Context: an optimization exercise on an open-source flow, tuned for small area. The choices shown serve that exercise and are no tape-out recipe. No functional check of the RTL was part of this run. Power is estimated from default activity; no workload was simulated.

==> flow/design.v <==
module alu #(parameter n = 8)(
            input [n-1 : 0] A,B,
            input [2:0] op,
            input clk,en,rst,mov_sel,
            output reg [n-1 : 0] sum, 
            output reg o_flag,z_flag,n_flag
            );
    reg [n-1 : 0] sum_q;
    reg o_q,z_q,n_q;
    reg [n-1 : 0] r_sum;
    reg r_o,r_z,r_n;
    always @(*) begin
        r_sum = sum_q;
        r_o = o_q;
        r_z = z_q;
        r_n = n_q;
        case(op) 
            0:
            begin 
                r_sum = A + B;
                r_o = (!A[n-1]&!B[n-1]&r_sum[n-1])|(A[n-1]&B[n-1]&!r_sum[n-1]);
                r_z =(|r_sum==0) ? 1:0;
                r_n =r_sum[n-1];
            end
            1:
            begin
                r_sum = A - B;
                r_o = (!A[n-1]&B[n-1]&r_sum[n-1])|(A[n-1]&!B[n-1]&!r_sum[n-1]);
                r_z =(|r_sum==0) ? 1:0;
                r_n =r_sum[n-1];
            end
            2:
            begin
                r_sum = A & B;
                r_o = 0;
                r_z =(|r_sum==0) ? 1:0;
                r_n =r_sum[n-1];
            end
            3:
            begin
                r_sum = A | B;
                r_o = 0;
                r_z =(|r_sum==0) ? 1:0;
                r_n =r_sum[n-1];
            end
            4:
            begin
                r_sum = A ^ B;
                r_o = 0;
                r_z =(|r_sum==0) ? 1:0;
                r_n =r_sum[n-1];
            end
            5:
            begin
                r_sum = ~ A;
                r_o = 0;
                r_z =(|r_sum==0) ? 1:0;
                r_n =r_sum[n-1];
            end
            6:
            begin
                r_sum =(mov_sel==0) ? A:B;
                r_o = 0;
                r_z =(|r_sum==0) ? 1:0;
                r_n =r_sum[n-1];
            end
            default: r_sum = A + 1;
        endcase   
    end
    always @(*) begin
        if(rst)begin
            sum = 'b0;
            o_flag = 0;
            z_flag = 0;
            n_flag = 0;
        end
        else if(en) begin
            sum = r_sum;
            o_flag = r_o;
            z_flag = r_z;
            n_flag = r_n;
        end
        else begin
            sum = sum_q;
            o_flag = o_q;
            z_flag = z_q;
            n_flag = n_q;
        end
    end
    always @(posedge clk) begin
        sum_q <= sum;
        o_q <= o_flag;
        z_q <= z_flag;
        n_q <= n_flag;
    end
endmodule
module rf #(parameter M=3,
            parameter N=8)
            (input rst,clk,
            input[N-1 : 0] wd,      
            input[M-1 : 0] waddr,    
            input write,             
            input[M-1 : 0] ra,       
            input reada,             
            input [M-1 :0 ] rb ,     
            input readb,             
            output reg [N-1 : 0] qa,     
            output reg [N-1 : 0] qb     
            );
        reg [N-1 : 0] register [2**M-1 : 0];
        integer i;
        always @(posedge clk) begin
            if(rst)begin
                for(i=0;i<=2**M-1;i=i+1)
                    register[i][N-1 : 0] <= 'b0;
                qa <= 'b0;
                qb <= 'b0;
            end
            else begin
                if(write)
                    register[waddr] <= wd;
                if(reada)
                    qa <= register[ra];
                else
                    qa <= 'b0;
                if(readb)
                    qb <= register[rb];
                else
                    qb <= 'b0;
            end
        end
endmodule
module datapath #(parameter M=3,
                  parameter N=16)
                  (input [N-1 : 0] din,
                  input [M-1 : 0] waddr,ra,rb,
                  input[2:0] op,
                  input data_en,addr_en,
                  input ie,write,reada,readb,rst,clk,en,oe,
                  input [N-1 : 0] offset,
                  input bypassa,bypassb,
                  input mov_sel,
                  input rw,
                  output [N-1 : 0] addr,
                  output [N-1 : 0] dout,
                  output o_flag,z_flag,n_flag
                  );
        wire [N-1 :0] wd;
        wire [N-1 :0] qa,qb,sum;
        wire [M-1 :0] gated_ra;
        wire [M-1 :0] gated_rb;
        wire [N-1 :0] a,b;
        wire gated_reada;
        wire gated_readb;
        assign gated_ra=(bypassb==1) ? ~0:ra;
        assign gated_reada=bypassb|reada;
        assign gated_rb=(bypassb==1) ? ~0:rb;
        assign gated_readb=bypassb|readb;
        assign wd=(ie==1) ? din:sum;
        assign addr = (rw==1) ? a : (oe && addr_en) ? sum:'b0;
        assign dout= (oe && data_en) ? sum:'b0; 
        assign a=(bypassa==1) ? offset:qa;
        assign b=qb;
        rf #(M,N) rf1(rst,clk,wd,waddr,write,gated_ra,gated_reada,gated_rb,gated_readb,qa,qb);
        alu #(N) alu1(a,b,op,clk,en,rst,mov_sel,sum,o_flag,z_flag,n_flag);
endmodule
module microcode_rom(input [8:0] a,
                    input [2:0] waddr_in,
                    output reg[17:0] b,
                    output reg[2:0] waddr_out);
        always @(*)begin
            case(a)
                8'b0000_0_000:  begin 
                                b=18'b000_0000_0000_000_0100;
                                waddr_out=waddr_in;
                                end  
                8'b0000_0_010:  begin 
                                b=18'b000_0011_0000_000_0000; 
                                waddr_out=waddr_in;
                                end 
                8'b0000_0_011:  begin 
                                b=18'b000_0110_1001_000_0000; 
                                waddr_out=waddr_in;
                                end 
                8'b0000_0_100:  begin 
                                b=18'b001_0100_1101_111_0000; 
                                waddr_out={3{1'b1}};
                                end 
                8'b0000_0_001:  begin
                                b='b0;
                                waddr_out=waddr_in;
                                end 
                8'b0000_1_000:  begin 
                                b=18'b000_0000_0000_000_0100;
                                waddr_out=waddr_in;
                                end  
                8'b0000_1_010:  begin 
                                b=18'b000_0011_0000_000_0000; 
                                waddr_out=waddr_in;
                                end 
                8'b0000_1_011:  begin 
                                b=18'b000_0110_1001_000_0000; 
                                waddr_out=waddr_in;
                                end 
                8'b0000_1_100:  begin 
                                b=18'b001_0100_1101_111_0000; 
                                waddr_out={3{1'b1}};
                                end 
                8'b0000_1_001:  begin
                                b='b0;
                                waddr_out=waddr_in;
                                end 
                8'b0001_0_000:  begin 
                                b=18'b000_0000_0000_000_0100;
                                waddr_out=waddr_in;
                                end  
                8'b0001_0_010:  begin 
                                b=18'b000_0011_0000_000_0000; 
                                waddr_out=waddr_in;
                                end 
                8'b0001_0_011:  begin 
                                b=18'b000_0110_1001_001_0000; 
                                waddr_out=waddr_in;
                                end 
                8'b0001_0_100:  begin 
                                b=18'b001_0100_1101_111_0000; 
                                waddr_out={3{1'b1}};
                                end 
                8'b0001_0_001:  begin
                                b='b0;
                                waddr_out=waddr_in;
                                end 
                8'b0001_1_000:  begin 
                                b=18'b000_0000_0000_000_0100;
                                waddr_out=waddr_in;
                                end  
                8'b0001_1_010:  begin 
                                b=18'b000_0011_0000_000_0000; 
                                waddr_out=waddr_in;
                                end 
                8'b0001_1_011:  begin 
                                b=18'b000_0110_1001_001_0000; 
                                waddr_out=waddr_in;
                                end 
                8'b0001_1_100:  begin 
                                b=18'b001_0100_1101_111_0000; 
                                waddr_out={3{1'b1}};
                                end 
                8'b0001_1_001:  begin
                                b='b0;
                                waddr_out=waddr_in;
                                end 
                8'b0010_0_000:  begin 
                                b=18'b000_0000_0000_000_0100;
                                waddr_out=waddr_in;
                                end  
                8'b0010_0_010:  begin 
                                b=18'b000_0011_0000_000_0000; 
                                waddr_out=waddr_in;
                                end 
                8'b0010_0_011:  begin 
                                b=18'b000_0110_1001_010_0000; 
                                waddr_out=waddr_in;
                                end 
                8'b0010_0_100:  begin 
                                b=18'b001_0100_1101_111_0000; 
                                waddr_out={3{1'b1}};
                                end 
                8'b0010_0_001:  begin
                                b='b0;
                                waddr_out=waddr_in;
                                end 
                8'b0010_1_000:  begin 
                                b=18'b000_0000_0000_000_0100;
                                waddr_out=waddr_in;
                                end  
                8'b0010_1_010:  begin 
                                b=18'b000_0011_0000_000_0000; 
                                waddr_out=waddr_in;
                                end 
                8'b0010_1_011:  begin 
                                b=18'b000_0110_1001_010_0000; 
                                waddr_out=waddr_in;
                                end 
                8'b0010_1_100:  begin 
                                b=18'b001_0100_1101_111_0000; 
                                waddr_out={3{1'b1}};
                                end 
                8'b0010_1_001:  begin
                                b='b0;
                                waddr_out=waddr_in;
                                end 
                8'b0011_0_000:  begin 
                                b=18'b000_0000_0000_000_0100;
                                waddr_out=waddr_in;
                                end  
                8'b0011_0_010:  begin 
                                b=18'b000_0011_0000_000_0000; 
                                waddr_out=waddr_in;
                                end 
                8'b0011_0_011:  begin 
                                b=18'b000_0110_1001_011_0000; 
                                waddr_out=waddr_in;
                                end 
                8'b0011_0_100:  begin 
                                b=18'b001_0100_1101_111_0000; 
                                waddr_out={3{1'b1}};
                                end 
                8'b0011_0_001:  begin
                                b='b0;
                                waddr_out=waddr_in;
                                end 
                8'b0011_1_000:  begin 
                                b=18'b000_0000_0000_000_0100;
                                waddr_out=waddr_in;
                                end  
                8'b0011_1_010:  begin 
                                b=18'b000_0011_0000_000_0000; 
                                waddr_out=waddr_in;
                                end 
                8'b0011_1_011:  begin 
                                b=18'b000_0110_1001_011_0000; 
                                waddr_out=waddr_in;
                                end 
                8'b0011_1_100:  begin 
                                b=18'b001_0100_1101_111_0000; 
                                waddr_out={3{1'b1}};
                                end 
                8'b0011_1_001:  begin
                                b='b0;
                                waddr_out=waddr_in;
                                end 
                8'b0100_0_000:  begin 
                                b=18'b000_0000_0000_000_0100;
                                waddr_out=waddr_in;
                                end  
                8'b0100_0_010:  begin 
                                b=18'b000_0011_0000_000_0000; 
                                waddr_out=waddr_in;
                                end 
                8'b0100_0_011:  begin 
                                b=18'b000_0110_1001_100_0000; 
                                waddr_out=waddr_in;
                                end 
                8'b0100_0_100:  begin 
                                b=18'b001_0100_1101_111_0000; 
                                waddr_out={3{1'b1}};
                                end 
                8'b0100_0_001:  begin
                                b='b0;
                                waddr_out=waddr_in;
                                end 
                8'b0100_1_000:  begin 
                                b=18'b000_0000_0000_000_0100;
                                waddr_out=waddr_in;
                                end  
                8'b0100_1_010:  begin 
                                b=18'b000_0011_0000_000_0000; 
                                waddr_out=waddr_in;
                                end 
                8'b0100_1_011:  begin 
                                b=18'b000_0110_1001_100_0000; 
                                waddr_out=waddr_in;
                                end 
                8'b0100_1_100:  begin 
                                b=18'b001_0100_1101_111_0000; 
                                waddr_out={3{1'b1}};
                                end 
                8'b0100_1_001:  begin
                                b='b0;
                                waddr_out=waddr_in;
                                end 
                8'b0101_0_000:  begin 
                                b=18'b000_0000_0000_000_0100;
                                waddr_out=waddr_in;
                                end  
                8'b0101_0_010:  begin 
                                b=18'b000_0011_0000_000_0000; 
                                waddr_out=waddr_in;
                                end 
                8'b0101_0_011:  begin 
                                b=18'b000_0110_1001_101_0000; 
                                waddr_out=waddr_in;
                                end 
                8'b0101_0_100:  begin 
                                b=18'b001_0100_1101_111_0000; 
                                waddr_out={3{1'b1}};
                                end 
                8'b0101_0_001:  begin
                                b='b0;
                                waddr_out=waddr_in;
                                end 
                8'b0101_1_000:  begin 
                                b=18'b000_0000_0000_000_0100;
                                waddr_out=waddr_in;
                                end  
                8'b0101_1_010:  begin 
                                b=18'b000_0011_0000_000_0000; 
                                waddr_out=waddr_in;
                                end 
                8'b0101_1_011:  begin 
                                b=18'b000_0110_1001_101_0000; 
                                waddr_out=waddr_in;
                                end 
                8'b0101_1_100:  begin 
                                b=18'b001_0100_1101_111_0000; 
                                waddr_out={3{1'b1}};
                                end 
                8'b0101_1_001:  begin
                                b='b0;
                                waddr_out=waddr_in;
                                end 
                8'b0110_0_000:  begin 
                                b=18'b000_0000_0000_000_0100;
                                waddr_out=waddr_in;
                                end  
                8'b0110_0_010:  begin 
                                b=18'b000_0011_0000_000_0000; 
                                waddr_out=waddr_in;
                                end 
                8'b0110_0_011:  begin 
                                b=18'b000_0110_1001_110_0000; 
                                waddr_out=waddr_in;
                                end 
                8'b0110_0_100:  begin 
                                b=18'b001_0100_1101_111_0000; 
                                waddr_out={3{1'b1}};
                                end 
                8'b0110_0_001:  begin
                                b='b0;
                                waddr_out=waddr_in;
                                end 
                8'b0110_1_000:  begin 
                                b=18'b000_0000_0000_000_0100;
                                waddr_out=waddr_in;
                                end  
                8'b0110_1_010:  begin 
                                b=18'b000_0011_0000_000_0000; 
                                waddr_out=waddr_in;
                                end 
                8'b0110_1_011:  begin 
                                b=18'b000_0110_1001_110_0000; 
                                waddr_out=waddr_in;
                                end 
                8'b0110_1_100:  begin 
                                b=18'b001_0100_1101_111_0000; 
                                waddr_out={3{1'b1}};
                                end 
                8'b0110_1_001:  begin
                                b='b0;
                                waddr_out=waddr_in;
                                end 
                8'b0111_0_000:  begin 
                                b=18'b000_0000_0000_000_0100;
                                waddr_out=waddr_in;
                                end  
                8'b0111_0_010:  begin 
                                b=18'b000_0000_0000_000_0000; 
                                waddr_out=waddr_in;
                                end 
                8'b0111_0_011:  begin 
                                b=18'b000_0010_1001_000_0000; 
                                waddr_out=waddr_in;
                                end 
                8'b0111_0_100:  begin 
                                b=18'b001_0100_1101_111_0000; 
                                waddr_out={3{1'b1}};
                                end 
                8'b0111_0_001:  begin
                                b='b0;
                                waddr_out=waddr_in;
                                end 
                8'b0111_1_000:  begin 
                                b=18'b000_0000_0000_000_0100;
                                waddr_out=waddr_in;
                                end  
                8'b0111_1_010:  begin 
                                b=18'b000_0000_0000_000_0000; 
                                waddr_out=waddr_in;
                                end 
                8'b0111_1_011:  begin 
                                b=18'b000_0010_1001_000_0000; 
                                waddr_out=waddr_in;
                                end 
                8'b0111_1_100:  begin 
                                b=18'b001_0100_1101_111_0000; 
                                waddr_out={3{1'b1}};
                                end 
                8'b0111_1_001:  begin
                                b='b0;
                                waddr_out=waddr_in;
                                end 
                8'b1000_0_000:  begin
                                b=18'b000_0000_0000_000_0100;
                                waddr_out=waddr_in;
                                end 
                8'b1000_0_010:  begin
                                b=18'b001_0010_1100_110_0000;
                                waddr_out=waddr_in;
                                end 
                8'b1000_0_011:  begin
                                b=18'b001_1110_1101_110_0000;
                                waddr_out=waddr_in;
                                end 
                8'b1000_0_100:  begin
                                b=18'b001_0100_1101_111_0000;
                                waddr_out={3{1'b1}};
                                end 
                8'b1000_0_001:  begin
                                b=18'b000_0010_0000_000_0000;
                                waddr_out=waddr_in;
                                end 
                8'b1000_1_000:  begin
                                b=18'b000_0000_0000_000_0100;
                                waddr_out=waddr_in;
                                end 
                8'b1000_1_010:  begin
                                b=18'b001_0010_1100_110_0000;
                                waddr_out=waddr_in;
                                end 
                8'b1000_1_011:  begin
                                b=18'b001_1110_1101_110_0000;
                                waddr_out=waddr_in;
                                end 
                8'b1000_1_100:  begin
                                b=18'b001_0100_1101_111_0000;
                                waddr_out={3{1'b1}};
                                end 
                8'b1000_1_001:  begin
                                b=18'b000_0010_0000_000_0000;
                                waddr_out=waddr_in;
                                end 
                8'b1001_0_000:  begin
                                b=18'b000_0000_0000_000_0100;
                                waddr_out=waddr_in;
                                end 
                8'b1001_0_001:  begin
                                b=18'b000_0011_0000_000_0000;
                                waddr_out=waddr_in;
                                end 
                8'b1001_0_010:  begin
                                b=18'b001_0011_1100_110_0000;
                                waddr_out=waddr_in;
                                end 
                8'b1001_0_011:  begin
                                b=18'b110_0010_1101_110_1000;
                                waddr_out=waddr_in;
                                end 
                8'b1001_0_100:  begin
                                b=18'b001_0100_1100_111_0000;
                                waddr_out={3{1'b1}};
                                end 
                8'b1001_1_000:  begin
                                b=18'b000_0000_0000_000_0100;
                                waddr_out=waddr_in;
                                end 
                8'b1001_1_001:  begin
                                b=18'b000_0011_0000_000_0000;
                                waddr_out=waddr_in;
                                end 
                8'b1001_1_010:  begin
                                b=18'b001_0011_1100_110_0000;
                                waddr_out=waddr_in;
                                end 
                8'b1001_1_011:  begin
                                b=18'b110_0010_1101_110_1000;
                                waddr_out=waddr_in;
                                end 
                8'b1001_1_100:  begin
                                b=18'b001_0100_1100_111_0000;
                                waddr_out={3{1'b1}};
                                end 
                8'b1010_0_000:  begin
                                b=18'b000_0000_0000_000_0100; 
                                waddr_out=waddr_in;
                                end 
                8'b1010_0_011:  begin
                                b=18'b000_0100_1011_110_0000; 
                                waddr_out=waddr_in;
                                end 
                8'b1010_0_100:  begin
                                b=18'b001_0100_1101_111_0000;
                                waddr_out={3{1'b1}};
                                end 
                8'b1010_0_001:  begin
                                b='b0;
                                waddr_out=waddr_in;
                                end 
                8'b1010_0_010:  begin
                                b='b0;
                                waddr_out=waddr_in;
                                end 
                8'b1010_1_000:  begin
                                b=18'b000_0000_0000_000_0100; 
                                waddr_out=waddr_in;
                                end 
                8'b1010_1_011:  begin
                                b=18'b000_0100_1011_110_0000; 
                                waddr_out=waddr_in;
                                end 
                8'b1010_1_100:  begin
                                b=18'b001_0100_1101_111_0000;
                                waddr_out={3{1'b1}};
                                end 
                8'b1010_1_001:  begin
                                b='b0;
                                waddr_out=waddr_in;
                                end 
                8'b1010_1_010:  begin
                                b='b0;
                                waddr_out=waddr_in;
                                end 
                8'b1011_0_000:  begin 
                                b=18'b000_0000_0000_000_0100;
                                waddr_out=waddr_in;
                                end  
                8'b1011_0_010:  begin 
                                b=18'b000_0000_0000_000_0000; 
                                waddr_out=waddr_in;
                                end 
                8'b1011_0_011:  begin 
                                b=18'b000_0010_1001_000_0000; 
                                waddr_out=waddr_in;
                                end 
                8'b1011_0_100:  begin 
                                b=18'b001_0100_1101_111_0000; 
                                waddr_out={3{1'b1}};
                                end 
                8'b1011_0_001:  begin
                                b='b0;
                                waddr_out=waddr_in;
                                end 
                8'b1011_1_000:  begin 
                                b=18'b000_0000_0000_000_0100;
                                waddr_out=waddr_in;
                                end  
                8'b1011_1_010:  begin 
                                b=18'b000_0000_0000_000_0000; 
                                waddr_out=waddr_in;
                                end 
                8'b1011_1_011:  begin 
                                b=18'b000_0010_1001_000_0000; 
                                waddr_out=waddr_in;
                                end 
                8'b1011_1_100:  begin 
                                b=18'b001_0100_1101_111_0000; 
                                waddr_out={3{1'b1}};
                                end 
                8'b1011_1_001:  begin
                                b='b0;
                                waddr_out=waddr_in;
                                end 
                8'b1100_0_000:  begin
                                b=18'b000_0000_0000_000_0100;
                                waddr_out=waddr_in;
                                end  
                8'b1100_0_010:  begin
                                b=18'b000_0000_0000_000_0001;
                                waddr_out=waddr_in;
                                end  
                8'b1100_0_011:  begin
                                b=18'b000_0010_0001_000_0001; 
                                waddr_out=waddr_in;
                                end  
                8'b1100_0_100:  begin
                                b=18'b001_0100_1100_111_0001;
                                waddr_out={3{1'b1}};
                                end     
                8'b1100_0_001:  begin
                                b='b0;
                                waddr_out=waddr_in;
                                end 
                8'b1100_1_000:  begin
                                b=18'b000_0000_0000_000_0100;
                                waddr_out=waddr_in;
                                end  
                8'b1100_1_010:  begin
                                b=18'b000_0000_0000_000_0001;
                                waddr_out=waddr_in;
                                end  
                8'b1100_1_011:  begin
                                b=18'b000_0001_0001_000_0001; 
                                waddr_out=waddr_in;
                                end  
                8'b1100_1_100:  begin
                                b=18'b001_0100_1110_000_0001;
                                waddr_out={3{1'b1}};
                                end     
                8'b1100_1_001:  begin
                                b='b0;
                                waddr_out=waddr_in;
                                end 
                8'b1101_0_000:  begin
                                b=18'b000_0000_0000_000_0100;
                                waddr_out=waddr_in;
                                end  
                8'b1101_0_010:  begin
                                b=18'b000_0000_0000_000_0010;
                                waddr_out=waddr_in;
                                end  
                8'b1101_0_011:  begin
                                b=18'b000_0010_0001_000_0010; 
                                waddr_out=waddr_in;
                                end  
                8'b1101_0_100:  begin
                                b=18'b001_0100_1100_111_0010;
                                waddr_out={3{1'b1}};
                                end  
                8'b1101_0_001:  begin
                                b='b0;
                                waddr_out=waddr_in;
                                end 
                8'b1101_1_000:  begin
                                b=18'b000_0000_0000_000_0100;
                                waddr_out=waddr_in;
                                end  
                8'b1101_1_010:  begin
                                b=18'b000_0000_0000_000_0010;
                                waddr_out=waddr_in;
                                end  
                8'b1101_1_011:  begin
                                b=18'b000_0001_0001_000_0010; 
                                waddr_out=waddr_in;
                                end  
                8'b1101_1_100:  begin
                                b=18'b001_0100_1110_000_0010;
                                waddr_out={3{1'b1}};
                                end     
                8'b1101_1_001:  begin
                                b='b0;
                                waddr_out=waddr_in;
                                end 
                8'b1110_0_000:  begin
                                b=18'b000_0000_0000_000_0100;
                                waddr_out=waddr_in;
                                end  
                8'b1110_0_010:  begin
                                b=18'b000_0000_0000_000_0000;
                                waddr_out=waddr_in;
                                end  
                8'b1110_0_011:  begin
                                b=18'b000_0010_0001_000_0000; 
                                waddr_out=waddr_in;
                                end  
                8'b1110_0_100:  begin
                                b=18'b001_0100_1100_111_0000;
                                waddr_out={3{1'b1}};
                                end  
                8'b1110_0_001:  begin
                                b='b0;
                                waddr_out=waddr_in;
                                end 
                8'b1110_1_000:  begin
                                b=18'b000_0000_0000_000_0100;
                                waddr_out=waddr_in;
                                end  
                8'b1110_1_010:  begin
                                b=18'b000_0000_0000_000_0000;
                                waddr_out=waddr_in;
                                end  
                8'b1110_1_011:  begin
                                b=18'b000_0001_0001_000_0000; 
                                waddr_out=waddr_in;
                                end  
                8'b1110_1_100:  begin
                                b=18'b001_0100_1110_000_0000;
                                waddr_out={3{1'b1}};
                                end     
                8'b1110_1_001:  begin
                                b='b0;
                                waddr_out=waddr_in;
                                end 
                8'b1111_0_000:  begin
                                b=18'b000_0000_0000_000_0100;
                                waddr_out=waddr_in;
                                end  
                8'b1111_0_010:  begin
                                b=18'b000_0000_0000_000_0000;
                                waddr_out=waddr_in;
                                end  
                8'b1111_0_011:  begin
                                b=18'b000_0001_0001_000_0000; 
                                waddr_out=waddr_in;
                                end  
                8'b1111_0_100:  begin
                                b=18'b001_0100_1110_000_0000;
                                waddr_out={3{1'b1}};
                                end     
                8'b1111_0_001:  begin
                                b='b0;
                                waddr_out=waddr_in;
                                end 
                8'b1111_1_000:  begin
                                b=18'b000_0000_0000_000_0100;
                                waddr_out=waddr_in;
                                end  
                8'b1111_1_010:  begin
                                b=18'b000_0000_0000_000_0000;
                                waddr_out=waddr_in;
                                end  
                8'b1111_1_011:  begin
                                b=18'b000_0001_0001_000_0000; 
                                waddr_out=waddr_in;
                                end  
                8'b1111_1_100:  begin
                                b=18'b001_0100_1110_000_0000;
                                waddr_out={3{1'b1}};
                                end     
                8'b1111_1_001:  begin
                                b='b0;
                                waddr_out=waddr_in;
                                end 
               default:        begin
                                b='b0;
                                waddr_out=waddr_in;
                                end
            endcase
        end
endmodule
module microcode_fsm#(parameter M=3,
                      parameter N=8)
                  (input [15:0] din,
                    input o_flag,z_flag,n_flag,
                    input clk,rst,
                    output [M-1:0] waddr,
                    output [M-1:0] ra,rb,
                    output [2:0] op,
                    output [N-1:0] offset,
                    output rw,data_en,addr_en,ie,write,reada,readb,en,oe,bypassa,bypassb,mov_sel );
    reg [2:0] upc;
    wire ir;
    wire [1:0] flag_sel;
    reg [15:0] instruction;
    reg flag;
    wire [8:0] a;
    wire [17:0] b;
    always @(posedge clk) begin
        if(rst) begin
            upc <= 0;
        end
        else begin
            if(upc==4)begin
                upc <= 0;
            end
            else begin
                upc <= upc + 1;
            end
        end
    end
    microcode_rom mcr(a,instruction[11:9],b,waddr);
    always @(posedge clk) begin
        if(rst)
            instruction <= 'b0;
        else begin
            if(ir)
                instruction <= din;
            else
                instruction <= instruction;
        end
    end
    always @(posedge clk) begin
        case(flag_sel)
            2'b00:flag=o_flag;
            2'b01:flag=z_flag;
            2'b10:flag=n_flag;
            default:flag=0;
        endcase
    end
    assign a={instruction[15:12],flag,upc};
    assign rw=b[17];
    assign data_en=b[16];
    assign addr_en=b[15];
    assign ie=b[14];
    assign write=b[13];
    assign reada=b[12];
    assign readb=b[11];
    assign en=b[10];
    assign oe=b[9];
    assign bypassa=b[8];
    assign bypassb=b[7];
    assign op=b[6:4];
    assign mov_sel=b[3];
    assign ir=b[2];
    assign flag_sel=b[1:0];
    assign ra=instruction[8:6];
    assign rb=instruction[5:3];
    assign offset=(&instruction[15:14]==1) ? {{4{instruction[11]}},instruction[11:0]}: {{7{instruction[8]}},instruction[8:0]};
endmodule
module microcontroller#(parameter M=3,
                      parameter N=16)
                      (input [15:0] din,
                       input clk,rst,
                       output rw,
                       output [N-1:0] addr,
                       output [N-1:0] dout);
        wire [2:0] waddr;
        wire [2:0] ra,rb;
        wire [2:0] op;
        wire [N-1:0] offset;
        wire data_en,addr_en,ie,write,reada,readb,en,oe,bypassa,bypassb,mov_sel;
        wire o_flag,z_flag,n_flag;
        microcode_fsm #(M, N) fsm(din,o_flag,z_flag,n_flag,clk,rst,waddr,ra,rb,op,offset,
                            rw,data_en,addr_en,ie,write,reada,readb,en,oe,bypassa,bypassb,mov_sel);
        datapath #(M, N)dp(din,waddr,ra,rb,op,data_en,addr_en,ie,write,reada,readb,rst,clk,en,oe,
                    offset,bypassa,bypassb,mov_sel,rw,addr,dout,o_flag,z_flag,n_flag);
endmodule 
==> flow/run.sh <==
#!/bin/bash
# synth_recipe.tcl (not shown) runs the flow's synth.tcl, then flattens the netlist and writes it again
# the make line also repeats each setting of config.mk as NAME=value (left out here)
make -C /OpenROAD-flow-scripts/flow DESIGN_CONFIG=/design/flow/config.mk WORK_HOME=/design/flow/orfs CLKGATE_MAP_FILE= SYNTH_SCRIPT=/design/flow/synth_recipe.tcl finish
==> flow/config.mk <==
export PLATFORM = sky130hd
export DESIGN_NAME = microcontroller
export DESIGN_NICKNAME = microcontroller
export VERILOG_FILES = /design/flow/design.v
export SDC_FILE = /design/flow/constraint.sdc
export NUM_CORES = 4
export LEC_CHECK = 0
export CAP_MARGIN = 20
export CORE_MARGIN = 2
export CORE_UTILIZATION = 40
export SLEW_MARGIN = 20
==> flow/constraint.sdc <==
create_clock -name core_clock -period 7.0 [get_ports {clk}]
set_input_delay 1.4000 -clock core_clock [delete_from_list [all_inputs] [get_ports {clk}]]
set_output_delay 1.4000 -clock core_clock [all_outputs]
set_load 0.01 [all_outputs]
==> flow_summary.toml <==
[place]
placed_cells = 2031
pre_cts_slack_ps = 464
port_buffers = 50
gp_congestion = 0.966
place_area_um2 = 15200
dpl.hpwl_um = 37500

[sta]
setup_violations = 0
rsz0062_at_grt = "yes"
slew_headroom_pct = 24.6
drv_slew = 0
report.final.hold_viol_count = 0
clock.fmax_mhz = 148
min_period_over_period_pct = 96.7
fin_skew_ps = 14.0
worst_pin_slew_ps = 1130
final.min_clock_period_ps = 6770
timing.final.ws_setup_ps = 229

[logic_synthesis]
synth_mux_area_share_pct = 9.08
synth_largest_area_cell = "edfxtp_1"
yosys-top-cells-count = "nor2_1, nand2_1, edfxtp_1, o21ai_0, clkbuf_1"
synth_top_area_share_pct = 27.0
syn-cell-area_um2 = 14200
ys.flop_type = "edfxtp_1"
synthSimpleGateAreaFrac_pct = 22.0
synthAdderAreaFrac_pct = 5.27
syn-num-nets = 1667
synth_top_family_by_area = "simple AND/OR/NAND/NOR gates"
ys.warnings.count = 4
yosysUniqueCellTypes = 107
synth_seq_area_share_pct = 37.0
synth_async_sr_flop_share_pct = 0
syn_avg_cell_area_um2 = 8.95
synthCells = 1591
synth_edf_count = 128
synth_compound_area_share_pct = 19.1
synth_seq_cells = 199
synth-xor-area-share_pct = 1.91
yosys-top-cells-area = "edfxtp_1, dfxtp_1, nor2_1"
synth_most_common_cell = "nor2_1"

[global_route]
grt_usage_pct = 28.1
grt_pass1_vias = 12200
grt_max_degree = 69
grt_pass1_wl_um = 77200
gr-total-overflow = 0
grt_antenna_before_repair = 0

[status]
outcome = "no timing/DRC/antenna violations"

[cts]
clock_tree.buffer_depth = 2
insertion_delay_ps = 450
clock_sinks = 199
tritoncts = "built"
htreeDepth = 4
cts-root-buf = "clkbuf_16"
hold_buffers = 0
numCtsBuffers = 17
clk_pin_slew_ps = 70

[critical_path]
worst-path-max-fanout = 9
path_class = "reg -> out"
worst-endpoint-required_ps = 5600
cp.arrival_ps = 5370
cp-start-kind = "flop"
end_kind = "output pin"

[layout]
syn2layout_area_growth_pct = 11.5
fin_util_pct = 45.0
layout.nets = 1667
fin_area_um2 = 15900
final_cell_count_no_fill = 2065
drive_above_1_share_pct = 13.2
fillers = 3475
diodes = 0

[power]
p_leak_nw = 5.48
peakVddDrop_v = 0.000172
p_total_mw = 3.29
powerDensity_nw_per_um2 = 207

[job]
maxCapViolCount = 0

[routing]
drt_iter0_drc = 1384
num_vias = 12800
antenna_left = 0
wl_per_cell_um = 25.1
first_pass_iters = 5
wirelength_um = 51800
drc_errors = 0
drt-vias-per-instance = 6.22

[hold_path]
hold_path.class = "reg -> reg"

[floorplan]
start_util_pct = 40.3
die_h_um = 193
rows = 69
ioPinCount = 51
core_area_um2 = 35300
dieArea_um2 = 37100
die_w_um = 193
layout by cell type, fill, tap and decap left out, types with 7 or more instances in the layout:
master / count
a211oi_1: 25
clkdlybuf4s50_1: 49
nand2b_1: 22
dfxtp_1: 67
nand3_1: 18
nor2b_1: 39
or4_1: 16
nor2_1: 230
nand4_1: 15
clkbuf_16: 19
nor2_2: 9
o31ai_1: 12
or3_1: 8
ha_1: 55
a21oi_1: 54
o221ai_1: 9
a221oi_1: 39
nor4_1: 15
nor3_1: 61
o21ai_0: 113
mux4_2: 32
o21ai_1: 8
buf_4: 55
inv_2: 7
and2_1: 23
o22ai_1: 17
inv_1: 61
xnor2_1: 25
mux2i_1: 42
o211ai_1: 7
nand2_1: 130
edfxtp_1: 128
flip-flops by register name, summed over array words and instances, names as in the netlist:
name             count
fsm.instruction     16
dp.rf1.register    128
fsm.upc              3
dp.alu1.z_q          1
fsm.flag             1
dp.rf1.qb           16
dp.alu1.n_q          1
dp.alu1.sum_q       16
dp.rf1.qa           16
dp.alu1.o_q          1
report_power, final:
part           leakage, nW  total (mW)  internal, mW  switching [mW]
registers             1.90        1.35          1.30          0.0475
logic                 3.29       0.934         0.335           0.598
clock network        0.293        1.00         0.533           0.469
final timing paths:
check | from | end | slack, ps | depth (start not counted)
worst min-delay path | fsm.upc[0]$_SDFF_PP0_ | fsm.upc[0]$_SDFF_PP0_ | 490 | 1
worst max-delay path | fsm.upc[0]$_SDFF_PP0_ | dout[9] | 230 | 19
worst min register to register | fsm.upc[0]$_SDFF_PP0_ | fsm.upc[0]$_SDFF_PP0_ | 490 | 1
worst max register to register | fsm.upc[0]$_SDFF_PP0_ | dp.rf1.register[5][9]$_SDFFCE_PN0P_ | 2070 | 19
stage by stage:
step / hold WS, ps / TNS, ps
after global placement: 478 / 0
final: 490 / 0
after global routing: 524 / -48.9
after detailed placement: 485 / 0
after floorplan: 456 / 0
after CTS: 496 / 0
logic make-up after synthesis:
group / Yosys count
muxes: 83
adders and majority gates: 59
and+or+nand+nor: 638
AOI/OAI and AO/OA: 387
buffers and inverters: 194
DFF: 199
xor gates and xnor gates: 31
critical path: stages, from the launching register on:
cell	delay (ps)
dfxtp_1	380
inv_1	80
ha_1	210
nand2_1	200
nor3_4	70
nor2_4	110
buf_12	140
mux2i_4	290
inv_1	110
ha_1	470
inv_2	120
a221oi_2	390
a21oi_2	190
or4_1	520
a21oi_1	160
a2111oi_1	80
buf_4	200
o41a_1	470
nor3_1	150
clkdlybuf4s50_1	560
area by class of cell:
class                   count  area (um2)  area share, %
multi-input cells        1198        8240           51.9
clock inverters            10        78.8          0.497
flip-flops and latches    199        5270           33.2
repair buffers            106         928           5.85
inverters                  69         259           1.63
well taps                 461         577           3.63
clock buffers              22         517           3.26
what timing repair did:
action | in CTS | in global routing
setup buffers | 0 | 2
endpoints found under the setup margin | 1 | 14
pin swaps | 0 | 1
endpoints found under the hold margin | 0 | 0
gates resized for setup | 1 | 9
routing by layer:
layer  up-vias  track usage, %  wire length [um]
met5         -               0                 0
met4         0            11.8              1920
met3       116            3.42              3360
met2       623            45.7             24300
met1      6275            37.8             22200
li1       5835               -                 -

==> port drivers added, routing unchanged <==
No port has a modelled driver above. Below, the same layout with a new extraction and two added sets of constraints.
Step 1 sets driving cells, clkbuf_16 on the clock port and buf_2 on the other inputs (assumed; they add their load-dependent delay and slew).
Step 2 also shifts input and output timing later by t, the mid clock arrival at the registers, as if the neighbouring blocks saw the same clock.
a / b / c = no drivers / after step 1 / after step 2; a / b = the first two.
t (ns): 0.490
slack for setup (ns): 0.229 / 0.180 / 0.670
worst hold slack (ns): 0.490 / 0.490 / 0.490
worst setup path after step 2: register to output
slew at the worst register clock pin (ns): 0.08 / 0.08
After both steps this run still meets setup and hold. The setup slack of this run moves by -0.049 ns with the drivers and by +0.441 ns with both steps.
